This design comes from an exercise in tuning for small area on the open sky130 flow, not from production work. In this exercise RTL edits were held to simulation tests only and were not proved equivalent to the original.

==> flow/design.v <==
module fitness_tracker (
    input wire clk,           
    input wire rst,           
    input wire [7:0] RHR,   
    input wire [7:0] weight,       
    input wire [7:0] age,          
    input wire [7:0] distance,     
    input wire Run,          
    input wire Walk,          
    input wire Cycle,          
    output wire [7:0] seconds_Run,  
    output wire [7:0] seconds_Walk,  
    output wire [7:0] seconds_Cycle,  
    output wire [23:0] calories_Run,  
    output wire [23:0] calories_Walk,  
    output wire [23:0] calories_Cycle,  
    output wire [7:0] speed,        
    output wire [7:0] THR     
);
fitness_stopwatch stopwatch_inst (
    .clk(clk),
    .rst(rst),
    .RHR(RHR),
    .weight(weight),
    .age(age),
    .distance(distance),
    .Run(Run),
    .Walk(Walk),
    .Cycle(Cycle),
    .seconds_Run(seconds_Run),
    .seconds_Walk(seconds_Walk),
    .seconds_Cycle(seconds_Cycle)
);
calorie_calculator calorie_calc_inst (
    .weight(weight),
    .time_Run(seconds_Run),
    .time_Walk(seconds_Walk),
    .time_Cycle(seconds_Cycle),
    .calories_Run(calories_Run),
    .calories_Walk(calories_Walk),
    .calories_Cycle(calories_Cycle)
);
speed_calculator speed_calc_inst (
    .distance(distance),
    .time_Run(seconds_Run),
    .time_Walk(seconds_Walk),
    .time_Cycle(seconds_Cycle),
    .speed(speed)
);
heartbeat_calculator heartbeat_calc_inst (
    .RHR(RHR),
    .weight(weight),
    .speed(speed),
    .THR(THR)
);
endmodule
module fitness_stopwatch (
    input wire clk,
    input wire rst,
    input wire [7:0] RHR,
    input wire [7:0] weight,
    input wire [7:0] age,
    input wire [7:0] distance,
    input wire Run,
    input wire Walk,
    input wire Cycle,
    output reg [7:0] seconds_Run,   
    output reg [7:0] seconds_Walk,   
    output reg [7:0] seconds_Cycle    
);
reg [7:0] counter_Run, counter_Walk, counter_Cycle;
always @(posedge clk or posedge rst) begin
    if (rst) begin
        counter_Run <= 8'd0;
        counter_Walk <= 8'd0;
        counter_Cycle <= 8'd0;
        seconds_Run <= 8'd0;
        seconds_Walk <= 8'd0;
        seconds_Cycle <= 8'd0;
    end else begin
        if (Run) begin
            if (counter_Run < 8'd59)
                counter_Run <= counter_Run + 1;
            else
                counter_Run <= 8'd0;   
        end
        seconds_Run <= counter_Run;
        if (Walk) begin
            if (counter_Walk < 8'd59)
                counter_Walk <= counter_Walk + 1;
            else
                counter_Walk <= 8'd0;
        end
        seconds_Walk <= counter_Walk;
        if (Cycle) begin
            if (counter_Cycle < 8'd59)
                counter_Cycle <= counter_Cycle + 1;
            else
                counter_Cycle <= 8'd0;
        end
        seconds_Cycle <= counter_Cycle;
    end
end
endmodule
module calorie_calculator (
    input wire [7:0] weight,        
    input wire [7:0] time_Run,       
    input wire [7:0] time_Walk,       
    input wire [7:0] time_Cycle,       
    output reg [23:0] calories_Run,  
    output reg [23:0] calories_Walk,  
    output reg [23:0] calories_Cycle   
);
localparam MET_Run = 10;
localparam MET_Walk = 5;
localparam MET_Cycle = 8;
always @(*) begin
    calories_Run = MET_Run * weight * time_Run;
    calories_Walk = MET_Walk * weight * time_Walk;
    calories_Cycle = MET_Cycle * weight * time_Cycle;
end
endmodule
module speed_calculator (
    input wire [7:0] distance,     
    input wire [7:0] time_Run,      
    input wire [7:0] time_Walk,      
    input wire [7:0] time_Cycle,      
    output reg [7:0] speed        
);
reg [7:0] total_time;   
always @(*) begin
    total_time = time_Run + time_Walk + time_Cycle;   
    if (total_time > 0) begin
        speed = distance / total_time;   
    end else begin
        speed = 7'd0;   
    end
end
endmodule
module heartbeat_calculator (
    input wire [7:0] RHR,    
    input wire [7:0] weight,        
    input wire [7:0] speed,        
    output reg [7:0] THR     
);
localparam weight_factor = 5;   
localparam speed_factor = 3;    
always @(*) begin
    THR = RHR + (weight * weight_factor) / 10 + (speed * speed_factor) / 10;
end
endmodule
==> flow/run.sh <==
#!/bin/bash
# synth_recipe.tcl (not shown) runs the flow's synth.tcl, then flattens the netlist and writes it again
# the make line also repeats each setting of config.mk as NAME=value (left out here)
make -C /OpenROAD-flow-scripts/flow DESIGN_CONFIG=/design/flow/config.mk WORK_HOME=/design/flow/orfs CLKGATE_MAP_FILE= SYNTH_SCRIPT=/design/flow/synth_recipe.tcl finish
==> flow/config.mk <==
export PLATFORM = sky130hd
export DESIGN_NAME = fitness_tracker
export DESIGN_NICKNAME = fitness_tracker
export VERILOG_FILES = /design/flow/design.v
export SDC_FILE = /design/flow/constraint.sdc
export NUM_CORES = 4
export LEC_CHECK = 0
export CAP_MARGIN = 20
export CORE_MARGIN = 2
export CORE_UTILIZATION = 40
export SLEW_MARGIN = 20
==> flow/constraint.sdc <==
create_clock -name core_clock -period 40.0 [get_ports {clk}]
set_input_delay 8.0000 -clock core_clock [delete_from_list [all_inputs] [get_ports {clk}]]
set_output_delay 8.0000 -clock core_clock [all_outputs]
set_load 0.01 [all_outputs]
==> run notes <==
* Number of synthesized flops with an enable pin at 0
* Clock Sinks at 48
* Max incr delay on CP at 580 ps
* DR vias at 12.4k
* Rows at 69
* Req. time, crit path at 32000 ps
* Die Width at 194 um
* Iteration-0 DRC Markers at 605
* Die area at 37700 um^2
* GP Congestion at 0.838
* Arr. time, crit path at 29180 ps
* Hold Crit Class: reg2reg
* RSZ-0062 raised after global routing: no
* Number of max-cap violations at 0
* Register area at 1200 um^2
* Reg clk slew, reported paths at 60 ps
* Post-synthesis cell type count at 99
* Cts hold-fix bufs at 0
* Fill count at 3587
* Hold Fails Final Rpt at 0
* Top cells by area, synth: fa_1 22%, ha_1 17%, dfrtp_1 8.3%
* Final min period at 37180 ps
* FFs w/ async S/R, synth at 100%
* Syn_area_per_cell at 8.20 um^2
* Most common cell after layout, fill and taps aside: inv_1
* DRT Pass-1 Iters at 5
* Residual DRC at 0
* # setup viols final at 0
* Global route overflow at 0
* Max Fclk at 0.0269 GHz
* CTS tree: built
* Seq/Total Area, Yosys at 8.30%
* TNS Setup at 0 ps
* Commonest non-fill, non-tap cells in the layout: 243 x inv_1, 203 x nand2_1, 199 x ha_1, 162 x fa_1, 126 x clkdlybuf4s50_1
* Top cell type's share of synthesized area at 22.4%
* Core region area at 35600 um^2
* Clock Tree Root: clkbuf_16
* Worst-Margin Slew at 1000 ps
* CTS Buf Count at 5
* Worst setup EP type: primary output
* Most used cell, CP: o21a_1
* Main synth FF type: dfrtp_1
* Mapped Cells at 1766
* Startpoint types: primary input
* Post-DP HPWL at 28800 um
* Htree depth at 2
* Final clock skew at 1.96 ps
* Initial antenna violation count at 0
* Vias per cell at 5.39
* Clock buffer depth at 2
* Largest net degree at the start of global routing at 49
* Post-CTS sizing at 0
* GRT Overall Usage at 19.5%
* Worst hold slack at 393 ps
* Die Y at 194 um
* Setup repair bufs after CTS at 0
* Multi-input gate area at 12000 um^2
* Drt total wl at 36300 um
* Inserted Diodes at 0
* Post-Syn Area at 14500 um^2
* Share of layout cells above drive strength 1 at 3.90%
* Number of synthesized register bits at 48
* # IOs at 149
* Post-route ant nets at 0
* Critical path type: in2out
* Status: timing/DRC/antenna clean
* Biggest area consumer among synthesized cells: fa_1
* Area Growth Syn to Fin at 12.2%
* Max-slew violations at 0
* Initial Utilization at 40.7%
* Relative slew slack at 33.1%
* Synth warnings at 4
* Drt wl/cell at 15.7 um
* Fin crit share at 93.0%
* Critical Path Fanout Max at 13
* # nets final at 2243
* Port Buffers at 126
* First-pass GRT wire length at 62000 um
* Worst skew pair latency at 280 ps
* Number of global-route vias before repair at 12.7k
* Slowest cell on crit path: clkdlybuf4s50_1
==> worst paths after layout <==
| check | from | end | slack (ps) | depth (start not counted) |
|---|---|---|---|---|
| setup / recovery | distance[7] | THR[7] | 2820 | 98 |
| hold / removal | stopwatch_inst.counter_Walk[7] | stopwatch_inst.seconds_Walk[7] | 390 | 0 |
| min in group asynchronous | rst | stopwatch_inst.counter_Run[2] | 8260 | 2 |
| setup reg to reg | stopwatch_inst.counter_Run[0] | stopwatch_inst.counter_Run[4] | 38410 | 6 |
| hold reg to reg | stopwatch_inst.counter_Walk[7] | stopwatch_inst.seconds_Walk[7] | 390 | 0 |
| max in group asynchronous | rst | stopwatch_inst.seconds_Walk[5] | 31160 | 2 |
==> cells in the mapped netlist (all sizes together) (17+ instances only) <==
master	count
a21oi	79
and2	116
buf	22
clkbuf	58
dfrtp	48
fa	162
ha	199
inv	246
nand2	203
nand3	26
nor2	91
nor2b	25
nor3	39
o21a	23
o21ai	84
o31ai	17
xnor2	62
xor2	20
==> sequential cells by signal, summed over array words and instances, names as in the netlist <==
signal and cells:
stopwatch_inst.counter_Cycle 8, stopwatch_inst.counter_Run 8, stopwatch_inst.counter_Walk 8, stopwatch_inst.seconds_Cycle 8
stopwatch_inst.seconds_Run 8, stopwatch_inst.seconds_Walk 8
==> routing by layer <==
metal / GRT usage (%) / routed length (um)
met1: 26.8 / 16900
met2: 33.5 / 17500
met3: 1.22 / 1260
met4: 4.32 / 680
met5: 0 / 0
==> cells by family after synthesis <==
| group | after synthesis | share of synthesized area (%) |
|---|---|---|
| other cells | 1 | 0.0259 |
| buf+inv | 328 | 9.02 |
| compound gates | 349 | 16.6 |
| fa+ha+maj | 364 | 39.8 |
| mux | 23 | 1.67 |
| simple gates | 571 | 19.4 |
| xor+xnor | 82 | 5.19 |
| flops | 48 | 8.30 |
==> critical path: cells and delay by family <==
kind / cells / cell delay, ps
AO/OA/AOI/OAI: 48 / 9170
adder cells (fa/ha/maj): 16 / 5170
AND/OR/NAND/NOR: 22 / 4300
buffers and inverters: 10 / 2110
XOR/XNOR: 2 / 360
==> area by class of cell <==
type                            count  area share, %
Tap cell                          461           3.55
Multi-Input combinational cell   1403           74.1
Inverter                          248           5.74
Sequential cell                    48           7.39
Timing Repair Buffer              139           8.36
Clock buffer                        8          0.901
==> per-stage QoR <==
stage               instance area, um^2  instances  setup slack [ps]  utilization (%)
floorplan                         14500       1779              6430                -
global placement                  16100       2299              3550             45.3
detailed placement                16100       2299              3010             45.3
CTS                               16200       2307              2970             45.7
global route                      16200       2307              1050             45.7
finish                            16200       2307              2820             45.7

==> what the ideal ports hide <==
In the flow no input, the clock included, has a driving cell. The finished layout below was timed again as built, in two steps.
Step 1: set_driving_cell puts a clkbuf_16 on clk and a buf_2 on each other input, an assumption about the parent block.
Step 2 adds t to the input delays and takes it off the output delays; t is the mean of the earliest and latest rising clock arrival at the registers after step 1. Input paths then give back, and output paths get back, about the clock's delay inside the block.
Slacks: ideal / step 1 / step 2; pairs: ideal / step 1.
t (ns): 0.309
setup WS [ns]: 2.817 / 2.788 / 2.788
hold slack, ns: 0.393 / 0.393 / 0.393
worst register clock-pin slew, ns: 0.06 / 0.06
worst data-port slew with drivers (ns): 0.08
After both steps this run still meets setup and hold. The setup slack of this run moves by -0.029 ns with the drivers and by -0.029 ns with both steps.
